Background: an optimization exercise with open tools, aiming at small area, a short achievable clock period and few clock cycles per item. Do not read the settings as production practice.
At most, simulation tests tie the RTL to the original design; equivalence was not proved.
No activity file was given, so power comes from the tool's default toggle rates.

== build 33 ==
// fft_4pt
module fft_4pt #(
    parameter DATA_WIDTH = 16
) (
    input clk,
    input rst_n,
    input data_valid_in,
    input  signed [DATA_WIDTH-1:0] x0_r,
    input  signed [DATA_WIDTH-1:0] x0_i,
    input  signed [DATA_WIDTH-1:0] x1_r,
    input  signed [DATA_WIDTH-1:0] x1_i,
    input  signed [DATA_WIDTH-1:0] x2_r,
    input  signed [DATA_WIDTH-1:0] x2_i,
    input  signed [DATA_WIDTH-1:0] x3_r,
    input  signed [DATA_WIDTH-1:0] x3_i,
    output data_valid_out,
    output signed [DATA_WIDTH+1:0] X0_r,
    output signed [DATA_WIDTH+1:0] X0_i,
    output signed [DATA_WIDTH+1:0] X1_r,
    output signed [DATA_WIDTH+1:0] X1_i,
    output signed [DATA_WIDTH+1:0] X2_r,
    output signed [DATA_WIDTH+1:0] X2_i,
    output signed [DATA_WIDTH+1:0] X3_r,
    output signed [DATA_WIDTH+1:0] X3_i
);
For scale: about 2200 cells after synthesis, about 280 flip-flops, ~280 I/O pins, ~19000 µm² of cells after synthesis.
==> flow/config.mk <==
export PLATFORM = sky130hd
export DESIGN_NAME = fft_4pt
export DESIGN_NICKNAME = fft_4pt
export VERILOG_FILES = /design/flow/design.v
export SDC_FILE = /design/flow/constraint.sdc
export NUM_CORES = 4
export LEC_CHECK = 0
export CAP_MARGIN = 0
export CORE_MARGIN = 2
export CORE_UTILIZATION = 62
export CTS_BUF_LIST = sky130_fd_sc_hd__clkbuf_4 sky130_fd_sc_hd__clkbuf_8
export CTS_CLUSTER_DIAMETER = 60
export CTS_CLUSTER_SIZE = 16
export GPL_TIMING_DRIVEN = 0
export SETUP_SLACK_MARGIN = 0.7
export SLEW_MARGIN = 0
export BUFFER_PORTS_ARGS = -buffer_cell sky130_fd_sc_hd__buf_1
==> flow/constraint.sdc <==
create_clock -name core_clock -period 3.0 [get_ports {clk}]
set_input_delay 0.6000 -clock core_clock [delete_from_list [all_inputs] [get_ports {clk}]]
set_output_delay 0.6000 -clock core_clock [all_outputs]
set_load 0.01 [all_outputs]
standard.sh (not shown) runs the stock make flow with config.mk's settings and CLKGATE_MAP_FILE= SYNTH_SCRIPT=/design/flow/synth_recipe.tcl, a recipe that flattens the netlist after the stock synthesis.
==> flow/flow/run.sh <==
#!/bin/bash
# The standard layout (standard.sh), with the port buffers that buffer_ports
# inserts made of plain buf_1 cells instead of its default delay buffer.
set -euo pipefail
cd "$(dirname "$0")/.."
echo "export BUFFER_PORTS_ARGS = -buffer_cell sky130_fd_sc_hd__buf_1" >> config.mk
bash standard.sh > standard.log 2>&1
Build 33: full flow OK, the timing, DRC and antenna checks passed
The inputs of build 87 differ from those of build 33 as listed below.
diff --git a/flow/config.mk b/flow/config.mk
--- a/flow/config.mk
+++ b/flow/config.mk
@@ -8 +8,2 @@
-export CAP_MARGIN = 0
+export ABC_AREA = 1
+export CAP_MARGIN = 20
@@ -14 +14,0 @@
-export GPL_TIMING_DRIVEN = 0
@@ -16 +16 @@
-export SLEW_MARGIN = 0
+export SLEW_MARGIN = 20
Results
Cmp build 87 and build 33 / cell depth of the worst flop-to-flop path / lower: build 87. Compared with build 33, build 87 shows a floorplan die area that is 12% higher. Relative to build 33, upper clock frequency limit decreased by about 8% in build 87. Compared build 87 vs build 33, and layout overhead on the synthesized area is down in build 87. Summary — chip height, build 87 relative to build 33: higher, by 10 µm. Build 33 → build 87: area of the mapped netlist saw an increase; post-detailed-routing wire length saw an increase. Delta(count of cell instances traversed by the critical path, build 87 - build 33) > 0. Between build 87 and build 33, the clock input transition at the sequential cells of the worst setup and hold paths figures differ only marginally. Compared to build 33, build 87 has non-clock buffer contribution to total cell area 3.3 points lower.
> inputs changed (build 87 -> build 91)
diff --git a/flow/config.mk b/flow/config.mk
--- a/flow/config.mk
+++ b/flow/config.mk
@@ -8 +7,0 @@
-export ABC_AREA = 1
@@ -11 +10 @@
-export CORE_UTILIZATION = 62
+export CORE_UTILIZATION = 68
[summary]
- When build 91 is set beside build 87, its die outline width turns out to be 18 µm smaller.
- Note that the number of combinational gates with multiple inputs recorded for build 91 amounts to 0.73 times the value seen in build 87.
- [build 91 vs build 87] detailed-placement wirelength estimate: lower in build 91
- Compared with build 87, build 91 shows reported sequential group power higher by about 0.8%.
- Build 91 against build 87: number of instances in the synthesized netlist moved down, routed wire length decreased about 15%.
- Share of cell area taken by flip-flops and latches (build 91 over build 87): increase, 2.9 points
- From build 87 to build 91 the numbers moved as follows: post-synth design cell area decreased 2300 µm²; part of the cycle the worst path needs decreased 2.8 points.
- Comparing build 87 and build 91, worst setup slack is higher on build 91.
- Diff build 87 -> build 91 | adder-cell share of the synthesized area | increase of 2.2 points
No functional check of the RTL was part of any run of this note.

* * *

run 1:
The RTL this note starts from:
==> flow/design.v <==
module fft_4pt #(
    parameter DATA_WIDTH = 16
) (
    input clk,
    input rst_n,
    input data_valid_in,
    input  signed [DATA_WIDTH-1:0] x0_r,
    input  signed [DATA_WIDTH-1:0] x0_i,
    input  signed [DATA_WIDTH-1:0] x1_r,
    input  signed [DATA_WIDTH-1:0] x1_i,
    input  signed [DATA_WIDTH-1:0] x2_r,
    input  signed [DATA_WIDTH-1:0] x2_i,
    input  signed [DATA_WIDTH-1:0] x3_r,
    input  signed [DATA_WIDTH-1:0] x3_i,
    output data_valid_out,
    output signed [DATA_WIDTH+1:0] X0_r,
    output signed [DATA_WIDTH+1:0] X0_i,
    output signed [DATA_WIDTH+1:0] X1_r,
    output signed [DATA_WIDTH+1:0] X1_i,
    output signed [DATA_WIDTH+1:0] X2_r,
    output signed [DATA_WIDTH+1:0] X2_i,
    output signed [DATA_WIDTH+1:0] X3_r,
    output signed [DATA_WIDTH+1:0] X3_i
);
    localparam S1 = DATA_WIDTH + 1;    
    localparam S2 = DATA_WIDTH + 2;    
    localparam K  = 11;                 
    localparam HW = S2 - K;            
    function automatic [17:0] add17(input [16:0] a, input [16:0] b, input ci);
        reg [16:0] p, G, P, G2, P2;
        integer i, d;
        begin
            p = a ^ b;  G = a & b;  P = p;
            G[0] = G[0] | (p[0] & ci);
            for (d = 1; d < 17; d = d * 2) begin
                G2 = G;  P2 = P;
                for (i = 0; i < 17; i = i + 1)
                    if (((i + 1) % (2 * d)) == 0) begin
                        G2[i] = G[i] | (P[i] & G[i-d]);  P2[i] = P[i] & P[i-d];
                    end
                G = G2;  P = P2;
            end
            for (d = 16; d >= 1; d = d / 2) begin
                G2 = G;  P2 = P;
                for (i = 0; i < 17; i = i + 1)
                    if (((i + 1) % (2 * d)) == d && i >= 2 * d) begin
                        G2[i] = G[i] | (P[i] & G[i-d]);  P2[i] = P[i] & P[i-d];
                    end
                G = G2;  P = P2;
            end
            add17 = {G[16], p ^ {G[15:0], ci}};
        end
    endfunction
    function automatic [11:0] addk(input [10:0] a, input [10:0] b, input ci);
        reg [10:0] p, G, P, G2, P2;
        integer i, d;
        begin
            p = a ^ b;  G = a & b;  P = p;
            G[0] = G[0] | (p[0] & ci);
            for (d = 1; d < 11; d = d * 2) begin
                G2 = G;  P2 = P;
                for (i = 0; i < 11; i = i + 1)
                    if (((i + 1) % (2 * d)) == 0) begin
                        G2[i] = G[i] | (P[i] & G[i-d]);  P2[i] = P[i] & P[i-d];
                    end
                G = G2;  P = P2;
            end
            for (d = 16; d >= 1; d = d / 2) begin
                G2 = G;  P2 = P;
                for (i = 0; i < 11; i = i + 1)
                    if (((i + 1) % (2 * d)) == d && i >= 2 * d) begin
                        G2[i] = G[i] | (P[i] & G[i-d]);  P2[i] = P[i] & P[i-d];
                    end
                G = G2;  P = P2;
            end
            addk = {G[10], p ^ {G[9:0], ci}};
        end
    endfunction
    function automatic [7:0] addh(input [6:0] a, input [6:0] b, input ci);
        reg [6:0] p, G, P, G2, P2;
        integer i, d;
        begin
            p = a ^ b;  G = a & b;  P = p;
            G[0] = G[0] | (p[0] & ci);
            for (d = 1; d < 7; d = d * 2) begin
                G2 = G;  P2 = P;
                for (i = 0; i < 7; i = i + 1)
                    if (((i + 1) % (2 * d)) == 0) begin
                        G2[i] = G[i] | (P[i] & G[i-d]);  P2[i] = P[i] & P[i-d];
                    end
                G = G2;  P = P2;
            end
            for (d = 16; d >= 1; d = d / 2) begin
                G2 = G;  P2 = P;
                for (i = 0; i < 7; i = i + 1)
                    if (((i + 1) % (2 * d)) == d && i >= 2 * d) begin
                        G2[i] = G[i] | (P[i] & G[i-d]);  P2[i] = P[i] & P[i-d];
                    end
                G = G2;  P = P2;
            end
            addh = {G[6], p ^ {G[5:0], ci}};
        end
    endfunction
    function automatic [S1-1:0] bf1(input [DATA_WIDTH-1:0] a, input [DATA_WIDTH-1:0] b, input sub);
        reg [S1-1:0] bb;
        reg [S1:0]   t;
        begin
            bb = {b[DATA_WIDTH-1], b} ^ {S1{sub}};
            t = add17({a[DATA_WIDTH-1], a}, bb, sub);
            bf1 = t[S1-1:0];
        end
    endfunction
    reg signed [S1-1:0] A_r, A_i, B_r, B_i, C_r, C_i, D_r, D_i;
    always @(posedge clk) begin
        A_r <= bf1(x0_r, x2_r, 1'b0);  A_i <= bf1(x0_i, x2_i, 1'b0);
        B_r <= bf1(x0_r, x2_r, 1'b1);  B_i <= bf1(x0_i, x2_i, 1'b1);
        C_r <= bf1(x1_r, x3_r, 1'b0);  C_i <= bf1(x1_i, x3_i, 1'b0);
        D_r <= bf1(x1_r, x3_r, 1'b1);  D_i <= bf1(x1_i, x3_i, 1'b1);
    end
    function automatic [S2:0] bfly(input [S1-1:0] p, input [S1-1:0] q, input sub);
        reg [S1-1:0] qq;
        reg [K:0]    lo;
        reg [HW-1:0] hi;
        begin
            qq = sub ? ~q : q;
            lo = addk(p[K-1:0], qq[K-1:0], sub);
            hi = addh({p[S1-1], p[S1-1:K]}, {qq[S1-1], qq[S1-1:K]}, 1'b0);
            bfly = {hi, lo};
        end
    endfunction
    reg [S2:0] Y0_r, Y0_i, Y1_r, Y1_i, Y2_r, Y2_i, Y3_r, Y3_i;
    always @(posedge clk) begin
        Y0_r <= bfly(A_r, C_r, 1'b0);  Y0_i <= bfly(A_i, C_i, 1'b0);
        Y1_r <= bfly(B_r, D_i, 1'b0);  Y1_i <= bfly(B_i, D_r, 1'b1);
        Y2_r <= bfly(A_r, C_r, 1'b1);  Y2_i <= bfly(A_i, C_i, 1'b1);
        Y3_r <= bfly(B_r, D_i, 1'b1);  Y3_i <= bfly(B_i, D_r, 1'b0);
    end
    reg valid_s1, valid_s2;
    always @(posedge clk or negedge rst_n) begin
        if (!rst_n) begin
            valid_s1 <= 1'b0;
            valid_s2 <= 1'b0;
        end else begin
            valid_s1 <= data_valid_in;
            valid_s2 <= valid_s1;
        end
    end
    function automatic [S2-1:0] fin(input [S2:0] y);
        reg [HW-1:0] h, t;
        integer i;
        begin
            h = y[S2:K+1];
            for (i = 0; i < HW; i = i + 1)
                t[i] = y[K] & ((h & ((1 << i) - 1)) == ((1 << i) - 1));
            fin = {h ^ t, y[K-1:0]};
        end
    endfunction
    assign X0_r = fin(Y0_r);  assign X0_i = fin(Y0_i);
    assign X1_r = fin(Y1_r);  assign X1_i = fin(Y1_i);
    assign X2_r = fin(Y2_r);  assign X2_i = fin(Y2_i);
    assign X3_r = fin(Y3_r);  assign X3_i = fin(Y3_i);
    assign data_valid_out = valid_s2;
endmodule
export LEC_CHECK = 0
export ABC_AREA = 1
export CAP_MARGIN = 20
export CORE_MARGIN = 2
export CORE_UTILIZATION = 62
export CTS_BUF_LIST = sky130_fd_sc_hd__clkbuf_4 sky130_fd_sc_hd__clkbuf_8
export CTS_CLUSTER_DIAMETER = 60
export CTS_CLUSTER_SIZE = 16
export SETUP_SLACK_MARGIN = 0.45
export SLEW_MARGIN = 20
export BUFFER_PORTS_ARGS = -buffer_cell sky130_fd_sc_hd__buf_1
create_clock -name core_clock -period 3.0 [get_ports {clk}]
Scripts as last shown in full above: flow/flow/run.sh
Testbench counts of run 1, summed over its fixed seeds: cycles 8,016, items 8,000.
> inputs changed (run 1 -> run 2)
diff --git a/flow/config.mk b/flow/config.mk
--- a/flow/config.mk
+++ b/flow/config.mk
@@ -15 +15 @@
-export SETUP_SLACK_MARGIN = 0.45
+export SETUP_SLACK_MARGIN = 0.9
## What came out
- Run 2 vs run 1: total power up by a little under 10%
- Re internal portion of total power: run 1 and run 2 aren't equal, and the higher value belongs to run 2.
- met1 global-route usage in run 2 is 1.1 points above run 1.
- Run 2 vs. run 1: combined global-route utilization of all metal layers went up by 1.1 points.
- Compared to run 1, run 2 has path length in cells of the critical path 2 lower.
- Changes observed in run 2 relative to run 1: cell area power density has increased; portion of total power attributed to combinational logic now sits higher.
Modified inputs, run 3 compared to run 2
diff --git a/flow/config.mk b/flow/config.mk
--- a/flow/config.mk
+++ b/flow/config.mk
@@ -15 +15 @@
-export SETUP_SLACK_MARGIN = 0.9
+export SETUP_SLACK_MARGIN = 0.6
==> run summary <==
Run 3: no failed stages, no open violations at the end
Looking only at clock share of power, and setting everything else aside, the higher value of run 3 and run 2 goes to run 3.
Comparing slew at the pin closest to its max-slew limit for run 3 and run 2, the smaller number came from run 2.
Re highest fanout seen on the critical path: no difference whatsoever between run 3 and run 2.
Met3 capacity usage during global routing: run 2 vs run 3, no meaningful difference
Cell area after placement: run 3 vs run 2 down about 1.6%
Run 3 vs run 2 — number of global-route vias before repair dropped slightly
Worst hold slack: run 2 vs run 3, no meaningful difference
Final critical path time including I/O delays and setup | run 3 below run 2
Area: run 3 vs run 2 -> run 3 smaller
Against run 2, run 3 reports a global-route usage that is lower.
In the flow results for run 3 and run 2, the final clock period utilization by the worst path is larger on run 2.
For run 4, these inputs were changed with respect to run 3:
diff --git a/flow/config.mk b/flow/config.mk
--- a/flow/config.mk
+++ b/flow/config.mk
@@ -8 +7,0 @@
-export ABC_AREA = 1
@@ -15 +14 @@
-export SETUP_SLACK_MARGIN = 0.6
+export SETUP_SLACK_MARGIN = 0.8
Results
Run 4 ends up with a routed length on met3 that is 180 µm lower than in run 3. Diff run 3 -> run 4 | sequential share of layout area | decrease of 0.98 points. Run 4 vs run 3 — overall power of the completed layout climbed by a few percent. Against run 3, run 4 reports a number of combinational gates with multiple inputs that is lower.
> inputs changed (run 4 -> run 5)
diff --git a/flow/config.mk b/flow/config.mk
--- a/flow/config.mk
+++ b/flow/config.mk
@@ -14 +14 @@
-export SETUP_SLACK_MARGIN = 0.8
+export SETUP_SLACK_MARGIN = 0.6
[summary]
- Run 5 finished every stage and its layout cleared the timing, DRC and antenna checks.
- On clock network area share, run 4 and run 5 are basically level.
- [compare] base=run 4 new=run 5: growth of design area from synthesis to finish lost 5.7 points; global-route usage down 0.85 points; clock transition at the registers of the reported paths ~0 delta; wire length -6.0%.
- Compared with run 4, run 5 shows a lower clock-buffer cell count.

* * *

RTL: one of the versions met above, not the one the previous note started from.
Size in the first run: ~2200 cells after synthesis, ~280 flip-flops, roughly 280 I/O pins, ~19000 um2 of cells after synthesis.
Settings: LEC_CHECK=0, CAP_MARGIN=20, CORE_MARGIN=2, CORE_UTILIZATION=62, CTS_BUF_LIST=sky130_fd_sc_hd__clkbuf_4 sky130_fd_sc_hd__clkbuf_8, CTS_CLUSTER_DIAMETER=60, CTS_CLUSTER_SIZE=16, SETUP_SLACK_MARGIN=1.0, SLEW_MARGIN=20, BUFFER_PORTS_ARGS=-buffer_cell sky130_fd_sc_hd__buf_1; clock period 3.0 ns.
Scripts as last shown in full above: flow/flow/run.sh
Edit:
--- a/flow/config.mk
+++ b/flow/config.mk
@@ -7,3 +7,3 @@
 export LEC_CHECK = 0
-export CAP_MARGIN = 20
+export CAP_MARGIN = 0
 export CORE_MARGIN = 2
@@ -13,4 +13,4 @@
 export CTS_CLUSTER_SIZE = 16
-export SETUP_SLACK_MARGIN = 1.0
-export SLEW_MARGIN = 20
+export GPL_TIMING_DRIVEN = 0
+export SLEW_MARGIN = 0
 export BUFFER_PORTS_ARGS = -buffer_cell sky130_fd_sc_hd__buf_1
After rerunning: The new run produced a clean layout; clock-buffer cell count goes down by 1; first-iteration DRC count went up by 8.6%; worst setup slack gets worse by 0.096 ns; power goes down by 13%; flip-flop and latch count does not change; global-route usage goes down by 2.0 points; wire length drops by 9.8%.
Function was not checked in any run of this note: the RTL went through the layout flow alone.

==> static timing again, ports no longer ideal <==
The results above use ideal ports. As a check the final layouts listed here were re-extracted and re-timed, cells and wires unchanged.
Step 1 (the two cells are an assumption about what drives the block):
set clk [get_ports {clk}]
set_driving_cell -lib_cell sky130_fd_sc_hd__clkbuf_16 $clk
set_driving_cell -lib_cell sky130_fd_sc_hd__buf_2 [delete_from_list [all_inputs] $clk]
Step 2 times the ports against the registers' clock, not the clock port: input delays grow and output delays shrink by t, the midpoint of the rising clock arrivals with the driver on.
Slacks: ideal ports / drivers / drivers and shift; pairs: ideal ports / drivers.
run	shift t [ns]	setup WS [ns]	clock arrival spread, ns
build 33	0.621	0.602 / 0.551 / 0.089	0.032 / 0.031
build 87	0.659	0.395 / 0.343 / 0.738	0.023 / 0.024
build 91	0.628	0.478 / 0.430 / 0.230	0.038 / 0.038
run 1	0.625	0.588 / 0.547 / 0.337	0.023 / 0.023
run 2	0.635	0.584 / 0.539 / 0.403	0.036 / 0.036
run 3	0.629	0.658 / 0.608 / 0.340	0.026 / 0.026
run 4	0.631	0.560 / 0.528 / 0.205	0.043 / 0.042
run 5	0.625	0.594 / 0.591 / 0.096	0.023 / 0.023
the first run of note 3	0.645	0.498 / 0.449 / 0.418	0.029 / 0.029
the second run of note 3	0.613	0.402 / 0.355 / -0.092	0.019 / 0.019
Met with ideal ports but missed after step 2: setup timing in the second run of note 3. The setup slack of build 33, which loses most, moves by -0.051 ns with the drivers and by -0.513 ns with both steps.
